This design comes from an exercise in tuning for small area, a short achievable clock period and few clock cycles per item on the open sky130 flow, not from production work.
Where RTL was checked, it was by simulation tests only, not by an equivalence proof against the original.
Power and IR drop assume default switching activity.

==> inputs of v31 <==
==> flow/design.v <==
module huffman(clk, reset, gray_data, gray_valid, CNT_valid, CNT1, CNT2, CNT3, CNT4, CNT5, CNT6,
    code_valid, HC1, HC2, HC3, HC4, HC5, HC6, M1, M2, M3, M4, M5, M6);
input clk;
input reset;
input gray_valid;
input [7:0] gray_data;
output reg CNT_valid;
output [7:0] CNT1, CNT2, CNT3, CNT4, CNT5, CNT6;
output reg code_valid;
output [7:0] HC1, HC2, HC3, HC4, HC5, HC6;
output [7:0] M1, M2, M3, M4, M5, M6;
reg idle, counting, build;    
reg [5:0] sel;
reg [6:0] w[0:5];
reg [2:0] pos[0:5];
reg [4:0] hc[0:5];
reg [4:0] m[0:5];
reg par;         
reg merged;      
reg chk;         
reg comb;        
reg [3:1] pend;  
reg [2:0] ncomb;
integer i;
function lt7(input [6:0] x, input [6:0] z);
	reg [6:0] l, g;
	reg l65, g65, l43, g43, l21, g21, l6to3, g6to3, l2to0;
	begin
		l = ~x & z;
		g = x & ~z;
		l65 = l[6] | (~g[6] & l[5]);
		g65 = g[6] | (~l[6] & g[5]);
		l43 = l[4] | (~g[4] & l[3]);
		g43 = g[4] | (~l[4] & g[3]);
		l21 = l[2] | (~g[2] & l[1]);
		g21 = g[2] | (~l[2] & g[1]);
		l6to3 = l65 | (~g65 & l43);
		g6to3 = g65 | (~l65 & g43);
		l2to0 = l21 | (~g21 & l[0]);
		lt7 = l6to3 | (~g6to3 & l2to0);
	end
endfunction
function [6:0] add7(input [6:0] x, input [6:0] z);
	reg [6:0] g, p, c;
	reg g10, g32, p32, g54, p54;
	begin
		g = x & z;
		p = x ^ z;
		g10 = g[1] | (p[1] & g[0]);
		g32 = g[3] | (p[3] & g[2]);
		p32 = p[3] & p[2];
		g54 = g[5] | (p[5] & g[4]);
		p54 = p[5] & p[4];
		c[0] = 1'b0;
		c[1] = g[0];
		c[2] = g10;
		c[3] = g[2] | (p[2] & g10);
		c[4] = g32 | (p32 & g10);
		c[5] = g[4] | (p[4] & c[4]);
		c[6] = g54 | (p54 & c[4]);
		add7 = p ^ c;
	end
endfunction
reg [6:0] cur, inc;
always @* begin
	cur = 7'd0;
	for (i = 0; i < 6; i = i + 1)
		cur = cur | ({7{sel[i]}} & w[i]);
	for (i = 0; i < 7; i = i + 1)
		inc[i] = cur[i] ^ (&(cur | ~((7'd1 << i) - 7'd1)));
end
reg [4:0] lt;
always @* begin
	for (i = 0; i < 5; i = i + 1)
		lt[i] = lt7(w[i], w[i + 1]);
end
wire in_order = ~|lt;
wire sorting = build && !merged;
wire last = chk && (ncomb == 3'd4);    
wire [6:0] sum = add7(w[4], w[5]);
reg [4:0] swap;
always @* begin
	for (i = 0; i < 5; i = i + 1) begin
		if (sorting)
			swap[i] = lt[i] && (i[0] == par);
		else if (chk)
			swap[i] = (i == 4) && lt[4];
		else
			swap[i] = build && (i >= 1 && i <= 3) && pend[i] && (i == 3 || !pend[i + 1]);
	end
end
reg [3:1] pend_nx;
always @* begin
	if (chk) begin
		for (i = 1; i < 4; i = i + 1)
			pend_nx[i] = lt7(w[i], w[5]);
	end
	else
		pend_nx = pend & ~swap[3:1];
end
wire build_nx  = build ? !last : (counting && !gray_valid);
wire merged_nx = build && (merged || comb);
wire chk_nx    = build && comb;
wire comb_nx   = build_nx && (ncomb != 3'd4) && (merged_nx ? (!chk_nx && pend_nx == 3'd0) : (build && in_order));
always @(posedge clk or posedge reset) begin
	if (reset) begin
		idle <= 1'b1;
		counting <= 1'b0;
		build <= 1'b0;
		sel <= 6'd0;
		CNT_valid <= 1'b0;
		code_valid <= 1'b0;
	end
	else begin
		idle <= idle ? !gray_valid : last;
		counting <= idle ? gray_valid : (counting && gray_valid);
		build <= build_nx;
		for (i = 0; i < 6; i = i + 1)
			sel[i] <= gray_valid && (gray_data[2:0] == i + 1);
		CNT_valid <= counting && !gray_valid;
		code_valid <= last;
	end
end
always @(posedge clk) begin
	par <= build && !par;
	merged <= merged_nx;
	chk <= chk_nx;
	comb <= comb_nx;
	pend <= pend_nx;
	if (!build)
		ncomb <= 3'd0;
	else if (comb)
		ncomb <= ncomb + 3'd1;
end
reg dn[0:5], up[0:5], hold[0:5];
always @* begin
	for (i = 0; i < 6; i = i + 1) begin
		dn[i] = (i > 0) && (comb ? (i < 5) : swap[i - 1]);
		up[i] = (i < 5) && !comb && swap[i];
		hold[i] = counting ? !sel[i] : (build && !comb && !(i < 5 && swap[i]) && !(i > 0 && swap[i - 1]));
	end
end
always @(posedge clk) begin
	for (i = 0; i < 6; i = i + 1)
		w[i] <= ({7{hold[i]}} & w[i])
		      | ({7{dn[i]}} & w[(i + 5) % 6])
		      | ({7{up[i]}} & w[(i + 1) % 6])
		      | ({7{counting && sel[i]}} & inc)
		      | ({7{comb && i == 5}} & sum)
		      | {7{comb && i == 0}};
end
reg [2:0] np[0:5];
always @* begin
	for (i = 0; i < 6; i = i + 1) begin
		if (comb)
			np[i] = (i >= 4) ? 3'd5 : i + 1;
		else if (i < 5 && swap[i])
			np[i] = i + 1;
		else if (i > 0 && swap[i - 1])
			np[i] = i - 1;
		else
			np[i] = i;
	end
end
always @(posedge clk) begin
	for (i = 0; i < 6; i = i + 1) begin
		if (!build) begin
			pos[i] <= i;
			hc[i] <= 5'd0;
			m[i] <= 5'd0;
		end
		else begin
			pos[i] <= np[pos[i]];
			if ((comb && pos[i][2]) || last) begin
				m[i] <= {m[i][3:0], 1'b1};
				if (last ? pos[i][0] ^ lt[4] : pos[i][0])
					hc[i] <= hc[i] | ({m[i][3:0], 1'b1} & ~m[i]);
			end
		end
	end
end
assign CNT1 = {1'b0, w[0]};
assign CNT2 = {1'b0, w[1]};
assign CNT3 = {1'b0, w[2]};
assign CNT4 = {1'b0, w[3]};
assign CNT5 = {1'b0, w[4]};
assign CNT6 = {1'b0, w[5]};
assign HC1 = {3'b0, hc[0]};
assign HC2 = {3'b0, hc[1]};
assign HC3 = {3'b0, hc[2]};
assign HC4 = {3'b0, hc[3]};
assign HC5 = {3'b0, hc[4]};
assign HC6 = {3'b0, hc[5]};
assign M1 = {3'b0, m[0][4:1], 1'b1};
assign M2 = {3'b0, m[1][4:1], 1'b1};
assign M3 = {3'b0, m[2][4:1], 1'b1};
assign M4 = {3'b0, m[3][4:1], 1'b1};
assign M5 = {3'b0, m[4][4:1], 1'b1};
assign M6 = {3'b0, m[5][4:1], 1'b1};
endmodule
==> flow/flow/run.sh <==
#!/bin/bash
# Standard layout, with plain buffers (instead of the delay buffers buffer_ports picks by
# default) on the input and output ports.
set -euo pipefail
export BUFFER_PORTS_ARGS="-buffer_cell sky130_fd_sc_hd__buf_2"
bash standard.sh > standard_flow.log 2>&1
==> flow/standard.sh <==
#!/bin/bash
# synth_recipe.tcl (not shown) runs the flow's synth.tcl, then flattens the netlist and writes it again
# the make line also repeats each setting of config.mk as NAME=value (left out here)
make -C /OpenROAD-flow-scripts/flow DESIGN_CONFIG=/design/flow/config.mk WORK_HOME=/design/flow/orfs CLKGATE_MAP_FILE= SYNTH_SCRIPT=/design/flow/synth_recipe.tcl "${@:-finish}"
==> flow/config.mk <==
export PLATFORM = sky130hd
export DESIGN_NAME = huffman
export DESIGN_NICKNAME = huffman
export VERILOG_FILES = /design/flow/design.v
export SDC_FILE = /design/flow/constraint.sdc
export NUM_CORES = 4
export LEC_CHECK = 0
export CAP_MARGIN = 20
export CORE_MARGIN = 2
export CORE_UTILIZATION = 55
export CTS_BUF_LIST = sky130_fd_sc_hd__clkbuf_8
export CTS_CLUSTER_SIZE = 30
export SETUP_SLACK_MARGIN = 3.7
export SLEW_MARGIN = 20
export TNS_END_PERCENT = 10
==> flow/constraint.sdc <==
create_clock -name core_clock -period 6.0 [get_ports {clk}]
set_input_delay 1.2000 -clock core_clock [delete_from_list [all_inputs] [get_ports {clk}]]
set_output_delay 1.2000 -clock core_clock [all_outputs]
set_load 0.01 [all_outputs]
==> v25: changes against v31 <==
==> flow/design.v, changed modules only <==
module huffman(clk, reset, gray_data, gray_valid, CNT_valid, CNT1, CNT2, CNT3, CNT4, CNT5, CNT6,
    code_valid, HC1, HC2, HC3, HC4, HC5, HC6, M1, M2, M3, M4, M5, M6);
input clk;
input reset;
input gray_valid;
input [7:0] gray_data;
output reg CNT_valid;
output [7:0] CNT1, CNT2, CNT3, CNT4, CNT5, CNT6;
output reg code_valid;
output [7:0] HC1, HC2, HC3, HC4, HC5, HC6;
output [7:0] M1, M2, M3, M4, M5, M6;
reg [1:0] st;
reg in_v;
reg [2:0] in_d;
reg [6:0] w[0:5];
reg [2:0] pos[0:5];
reg [4:0] hc[0:5];
reg [4:0] m[0:5];
reg par;         
reg merged;      
reg [2:0] ncomb;
integer i;
wire idle     = (st == 2'd0);
wire counting = (st == 2'd1);
wire build    = (st == 2'd2);
reg [5:0] sel;
reg [6:0] cur;
always @* begin
	cur = 7'd0;
	for (i = 0; i < 6; i = i + 1) begin
		sel[i] = in_v && (in_d == i + 1);
		cur = cur | ({7{sel[i]}} & w[i]);
	end
end
wire [6:0] inc = cur + 7'd1;
reg [4:0] lt, swap;
always @* begin
	for (i = 0; i < 5; i = i + 1) begin
		lt[i] = (w[i] < w[i + 1]);
		swap[i] = build && lt[i] && (merged || (i[0] == par));
	end
end
wire in_order = ~|lt;
wire comb = build && in_order;
wire last = comb && (ncomb == 3'd4);
wire [6:0] sum = w[4] + w[5];
reg [2:0] np[0:5];
always @* begin
	for (i = 0; i < 6; i = i + 1) begin
		if (comb)
			np[i] = (i >= 4) ? 3'd5 : i + 1;
		else if (i < 5 && swap[i])
			np[i] = i + 1;
		else if (i > 0 && swap[i - 1])
			np[i] = i - 1;
		else
			np[i] = i;
	end
end
always @(posedge clk or posedge reset) begin
	if (reset) begin
		st <= 2'd0;
		in_v <= 1'b0;
		CNT_valid <= 1'b0;
		code_valid <= 1'b0;
	end
	else begin
		if (idle)
			st <= gray_valid ? 2'd1 : 2'd0;
		else if (counting)
			st <= gray_valid ? 2'd1 : 2'd2;
		else if (last)
			st <= 2'd0;
		in_v <= gray_valid;
		CNT_valid <= counting && !gray_valid;
		code_valid <= last;
	end
end
always @(posedge clk) begin
	in_d <= gray_data[2:0];
	if (!build) begin
		par <= 1'b0;
		merged <= 1'b0;
		ncomb <= 3'd0;
	end
	else begin
		par <= ~par;
		if (comb) begin
			merged <= 1'b1;
			ncomb <= ncomb + 3'd1;
		end
	end
end
always @(posedge clk) begin
	for (i = 0; i < 6; i = i + 1) begin
		if (idle)
			w[i] <= 7'd0;
		else if (counting) begin
			if (sel[i])
				w[i] <= inc;
		end
		else if (i > 0 && (comb ? i < 5 : swap[i - 1]))
			w[i] <= w[i - 1];
		else if (i < 5 && swap[i])
			w[i] <= w[i + 1];
		else if (comb)
			w[i] <= (i == 0) ? 7'd127 : sum;
	end
end
always @(posedge clk) begin
	for (i = 0; i < 6; i = i + 1) begin
		if (!build) begin
			pos[i] <= i;
			hc[i] <= 5'd0;
			m[i] <= 5'd0;
		end
		else begin
			pos[i] <= np[pos[i]];
			if (comb && pos[i][2]) begin
				m[i] <= {m[i][3:0], 1'b1};
				if (pos[i][0])
					hc[i] <= hc[i] | ({m[i][3:0], 1'b1} & ~m[i]);
			end
		end
	end
end
assign CNT1 = {1'b0, w[0]};
assign CNT2 = {1'b0, w[1]};
assign CNT3 = {1'b0, w[2]};
assign CNT4 = {1'b0, w[3]};
assign CNT5 = {1'b0, w[4]};
assign CNT6 = {1'b0, w[5]};
assign HC1 = {3'b0, hc[0]};
assign HC2 = {3'b0, hc[1]};
assign HC3 = {3'b0, hc[2]};
assign HC4 = {3'b0, hc[3]};
assign HC5 = {3'b0, hc[4]};
assign HC6 = {3'b0, hc[5]};
assign M1 = {3'b0, m[0]};
assign M2 = {3'b0, m[1]};
assign M3 = {3'b0, m[2]};
assign M4 = {3'b0, m[3]};
assign M5 = {3'b0, m[4]};
assign M6 = {3'b0, m[5]};
endmodule
==> flow/run.sh (new file) <==
#!/bin/bash
# synth_recipe.tcl (not shown) runs the flow's synth.tcl, then flattens the netlist and writes it again
# the make line also repeats each setting of config.mk as NAME=value (left out here)
make -C /OpenROAD-flow-scripts/flow DESIGN_CONFIG=/design/flow/config.mk WORK_HOME=/design/flow/orfs CLKGATE_MAP_FILE= SYNTH_SCRIPT=/design/flow/synth_recipe.tcl finish
ABC_CLOCK_PERIOD_IN_PS = 2500   (was unset)
CORE_UTILIZATION = 40   (was 55)
CTS_BUF_LIST = unset   (was sky130_fd_sc_hd__clkbuf_8)
CTS_CLUSTER_SIZE = unset   (was 30)
SETUP_SLACK_MARGIN = 3.5   (was 3.7)
TNS_END_PERCENT = unset   (was 10)
removed: flow/flow/run.sh
removed: flow/standard.sh
==> v18: changes against v31 <==
==> flow/design.v, changed modules only <==
module huffman(clk, reset, gray_data, gray_valid, CNT_valid, CNT1, CNT2, CNT3, CNT4, CNT5, CNT6,
    code_valid, HC1, HC2, HC3, HC4, HC5, HC6, M1, M2, M3, M4, M5, M6);
input clk;
input reset;
input gray_valid;
input [7:0] gray_data;
output reg CNT_valid;
output [7:0] CNT1, CNT2, CNT3, CNT4, CNT5, CNT6;
output reg code_valid;
output [7:0] HC1, HC2, HC3, HC4, HC5, HC6;
output [7:0] M1, M2, M3, M4, M5, M6;
reg idle, counting, build;    
reg [2:0] pix;
reg [5:0] sel;
reg [6:0] w[0:5];
reg [2:0] pos[0:5];
reg [4:0] hc[0:5];
reg [4:0] m[0:5];
reg par;         
reg merged;      
reg fin;         
reg comb;        
reg [2:0] ncomb;
integer i;
function lt7(input [6:0] x, input [6:0] z);
	reg [6:0] l, e;
	reg l65, e65, l43, e43, l21, e21, l6to3, e6to3, l2to0;
	begin
		l = ~x & z;
		e = ~(x ^ z);
		l65 = l[6] | (e[6] & l[5]);
		e65 = e[6] & e[5];
		l43 = l[4] | (e[4] & l[3]);
		e43 = e[4] & e[3];
		l21 = l[2] | (e[2] & l[1]);
		e21 = e[2] & e[1];
		l6to3 = l65 | (e65 & l43);
		e6to3 = e65 & e43;
		l2to0 = l21 | (e21 & l[0]);
		lt7 = l6to3 | (e6to3 & l2to0);
	end
endfunction
function [6:0] add7(input [6:0] x, input [6:0] z);
	reg [6:0] g, p, c;
	reg g10, g32, p32, g54, p54;
	begin
		g = x & z;
		p = x ^ z;
		g10 = g[1] | (p[1] & g[0]);
		g32 = g[3] | (p[3] & g[2]);
		p32 = p[3] & p[2];
		g54 = g[5] | (p[5] & g[4]);
		p54 = p[5] & p[4];
		c[0] = 1'b0;
		c[1] = g[0];
		c[2] = g10;
		c[3] = g[2] | (p[2] & g10);
		c[4] = g32 | (p32 & g10);
		c[5] = g[4] | (p[4] & c[4]);
		c[6] = g54 | (p54 & c[4]);
		add7 = p ^ c;
	end
endfunction
reg [6:0] cur, inc;
always @* begin
	for (i = 0; i < 6; i = i + 1)
		sel[i] = (pix == i + 1);
	cur = 7'd0;
	for (i = 0; i < 6; i = i + 1)
		cur = cur | ({7{sel[i]}} & w[i]);
	for (i = 0; i < 7; i = i + 1)
		inc[i] = cur[i] ^ (&(cur | ~((7'd1 << i) - 7'd1)));
end
reg [4:0] lt;
always @* begin
	for (i = 0; i < 5; i = i + 1)
		lt[i] = lt7(w[i], w[i + 1]);
end
wire in_order = ~|lt;
wire last = fin;
wire [6:0] sum = add7(w[4], w[5]);
reg [4:0] swap;
always @* begin
	for (i = 0; i < 5; i = i + 1) begin
		swap[i] = build && !comb && lt[i] && (merged || (i[0] == par));
	end
end
wire build_nx  = build ? !last : (counting && !gray_valid);
wire merged_nx = build && (merged || comb);
wire fin_nx    = build && comb && (ncomb == 3'd3);
wire comb_nx   = build && !comb && !fin && in_order;
always @(posedge clk or posedge reset) begin
	if (reset) begin
		idle <= 1'b1;
		counting <= 1'b0;
		build <= 1'b0;
		CNT_valid <= 1'b0;
		code_valid <= 1'b0;
	end
	else begin
		idle <= idle ? !gray_valid : last;
		counting <= idle ? gray_valid : (counting && gray_valid);
		build <= build_nx;
		CNT_valid <= counting && !gray_valid;
		code_valid <= last;
	end
end
always @(posedge clk) begin
	pix <= gray_data[2:0];
	par <= build && !par;
	merged <= merged_nx;
	fin <= fin_nx;
	comb <= comb_nx;
	if (!build)
		ncomb <= 3'd0;
	else if (comb)
		ncomb <= ncomb + 3'd1;
end
reg dn[0:5], up[0:5], hold[0:5];
always @* begin
	for (i = 0; i < 6; i = i + 1) begin
		dn[i] = (i > 0) && (comb ? (i < 5) : swap[i - 1]);
		up[i] = (i < 5) && !comb && swap[i];
		hold[i] = counting ? !sel[i] : (build && !comb && !(i < 5 && swap[i]) && !(i > 0 && swap[i - 1]));
	end
end
always @(posedge clk) begin
	for (i = 0; i < 6; i = i + 1)
		w[i] <= ({7{hold[i]}} & w[i])
		      | ({7{dn[i]}} & w[(i + 5) % 6])
		      | ({7{up[i]}} & w[(i + 1) % 6])
		      | ({7{counting && sel[i]}} & inc)
		      | ({7{comb && i == 5}} & sum)
		      | {7{comb && i == 0}};
end
always @(posedge clk) begin
	for (i = 0; i < 6; i = i + 1) begin
		if (!build) begin
			pos[i] <= i ^ (i >> 1);
			hc[i] <= 5'd0;
			m[i] <= 5'd0;
		end
		else begin
			pos[i][0] <= pos[i][0] ^ (comb ? !(^pos[i]) :
			             ((pos[i][2:1] == 2'b00 && swap[0]) || (pos[i][2:1] == 2'b01 && swap[2]) ||
			              (pos[i][2:1] == 2'b11 && swap[4])));
			pos[i][1] <= pos[i][1] ^ (!pos[i][2] && pos[i][0] && (comb ? !pos[i][1] : swap[1]));
			pos[i][2] <= pos[i][2] ^ (!pos[i][0] && pos[i][1] && (comb ? !pos[i][2] : swap[3]));
			if ((comb && pos[i][2]) || last) begin
				m[i] <= {m[i][3:0], 1'b1};
				if (last ? pos[i][0] ^ lt[4] : pos[i][0])
					hc[i] <= hc[i] | ({m[i][3:0], 1'b1} & ~m[i]);
			end
		end
	end
end
assign CNT1 = {1'b0, w[0]};
assign CNT2 = {1'b0, w[1]};
assign CNT3 = {1'b0, w[2]};
assign CNT4 = {1'b0, w[3]};
assign CNT5 = {1'b0, w[4]};
assign CNT6 = {1'b0, w[5]};
assign HC1 = {3'b0, hc[0]};
assign HC2 = {3'b0, hc[1]};
assign HC3 = {3'b0, hc[2]};
assign HC4 = {3'b0, hc[3]};
assign HC5 = {3'b0, hc[4]};
assign HC6 = {3'b0, hc[5]};
assign M1 = {3'b0, m[0][4:1], 1'b1};
assign M2 = {3'b0, m[1][4:1], 1'b1};
assign M3 = {3'b0, m[2][4:1], 1'b1};
assign M4 = {3'b0, m[3][4:1], 1'b1};
assign M5 = {3'b0, m[4][4:1], 1'b1};
assign M6 = {3'b0, m[5][4:1], 1'b1};
endmodule
==> flow/flow/run.sh (replaced) <==
#!/bin/bash
# Standard layout, with two changes: plain buffers (instead of the delay buffers
# buffer_ports picks by default) on the input and output ports, and one tie
# cell per constant value shared by all constant outputs (instead of one per port).
set -euo pipefail
export BUFFER_PORTS_ARGS="-buffer_cell sky130_fd_sc_hd__buf_1"
export SKIP_REPAIR_TIE_FANOUT=1
bash standard.sh > standard_flow.log 2>&1
SETUP_SLACK_MARGIN = 3.6   (was 3.7)
==> v24: changes against v31 <==
--- a/flow/design.v
+++ b/flow/design.v
@@ -23,21 +23,21 @@
 reg [2:0] ncomb;
 integer i;
 function lt7(input [6:0] x, input [6:0] z);
-	reg [6:0] l, g;
-	reg l65, g65, l43, g43, l21, g21, l6to3, g6to3, l2to0;
+	reg [6:0] l, e;
+	reg l65, e65, l43, e43, l21, e21, l6to3, e6to3, l2to0;
 	begin
 		l = ~x & z;
-		g = x & ~z;
-		l65 = l[6] | (~g[6] & l[5]);
-		g65 = g[6] | (~l[6] & g[5]);
-		l43 = l[4] | (~g[4] & l[3]);
-		g43 = g[4] | (~l[4] & g[3]);
-		l21 = l[2] | (~g[2] & l[1]);
-		g21 = g[2] | (~l[2] & g[1]);
-		l6to3 = l65 | (~g65 & l43);
-		g6to3 = g65 | (~l65 & g43);
-		l2to0 = l21 | (~g21 & l[0]);
-		lt7 = l6to3 | (~g6to3 & l2to0);
+		e = ~(x ^ z);
+		l65 = l[6] | (e[6] & l[5]);
+		e65 = e[6] & e[5];
+		l43 = l[4] | (e[4] & l[3]);
+		e43 = e[4] & e[3];
+		l21 = l[2] | (e[2] & l[1]);
+		e21 = e[2] & e[1];
+		l6to3 = l65 | (e65 & l43);
+		e6to3 = e65 & e43;
+		l2to0 = l21 | (e21 & l[0]);
+		lt7 = l6to3 | (e6to3 & l2to0);
 	end
 endfunction
 function [6:0] add7(input [6:0] x, input [6:0] z);
==> flow/flow/run.sh (replaced) <==
#!/bin/bash
# Standard layout, with two changes: plain buffers (instead of the delay buffers
# buffer_ports picks by default) on the input and output ports, and one tie
# cell per constant value shared by all constant outputs (instead of one per port).
set -euo pipefail
export BUFFER_PORTS_ARGS="-buffer_cell sky130_fd_sc_hd__buf_2"
export SKIP_REPAIR_TIE_FANOUT=1
bash standard.sh > standard_flow.log 2>&1
==> notes.md <==
quantity	v24	v18	v31	v25
Run status	timing/DRC/antenna clean	timing/DRC/antenna clean	timing/DRC/antenna clean	timing/DRC/antenna clean
Global-route met3 utilization	5.15%	5.44%	7.42%	4.84%
Post-route minimum period	2.51 ns	2.42 ns	2.56 ns	2.97 ns
Yosys warning count	19	12	19	10
Largest fanout on the critical path	4	7	7	6
Switching fraction of total power	45.6%	45.8%	45.2%	46.1%
Destination of the worst register-to-register timing path	pos[1][0]	w[2][6]	w[4][6]	pos[1][0]
Final period util	41.9%	40.4%	42.7%	49.5%
Power of the combinational group	2.97 mW	2.40 mW	3.07 mW	4.89 mW
Final non-filler cell total	1,285	1,172	1,346	1,543
Reg area	0.00298 sq mm	0.00279 sq mm	0.00298 sq mm	0.00285 sq mm
Well tap count	188	180	184	270
Number of DRC violations after detailed-routing iteration 0	874	669	1,063	1,103
Setup bufs post-CTS	47	5	36	111
Launching instance or port of the critical path	w[3][4]	w[1][3]	w[4][4]	w[1][6]
Number of instances in the synthesized netlist	1,016	949	1,044	1,045
Post-placement cell area	0.00851 sq mm	0.00771 sq mm	0.00836 sq mm	0.00940 sq mm
Data arrival time at the worst-slack endpoint	2.86 ns	2.75 ns	2.89 ns	3.33 ns
Testbench counts of v18, summed over its fixed seeds: cycles 23,029, frames 192.
No functional check of the RTL was part of v31, v25 and v24.

[what the ideal ports hide]
How much do the figures lean on ideal ports? The routed layouts below were timed once more, with nothing changed but the port constraints. Step 1 assumes that a clkbuf_16 drives the clock port and a buf_2 every other input. Step 2 also shifts input and output timing later by t, the mid clock arrival at the registers, as if the neighbouring blocks saw the same clock. Slacks: ideal ports / drivers / drivers and shift; pairs: ideal ports / drivers.
run	shift t [ns]	setup WS [ns]	clock arrival spread, ns	slew at the worst register clock pin (ns)	pins driven straight from the clock port
v31	0.492	3.438 / 3.438 / 3.438	0.009 / 0.010	0.09 / 0.09	1
v25	0.468	3.028 / 3.028 / 3.028	0.010 / 0.010	0.07 / 0.07	1
v18	0.496	3.575 / 3.570 / 3.575	0.011 / 0.011	0.08 / 0.08	1
v24	0.493	3.487 / 3.487 / 3.487	0.014 / 0.014	0.09 / 0.09	1
After both steps setup and hold are still met in every run listed.
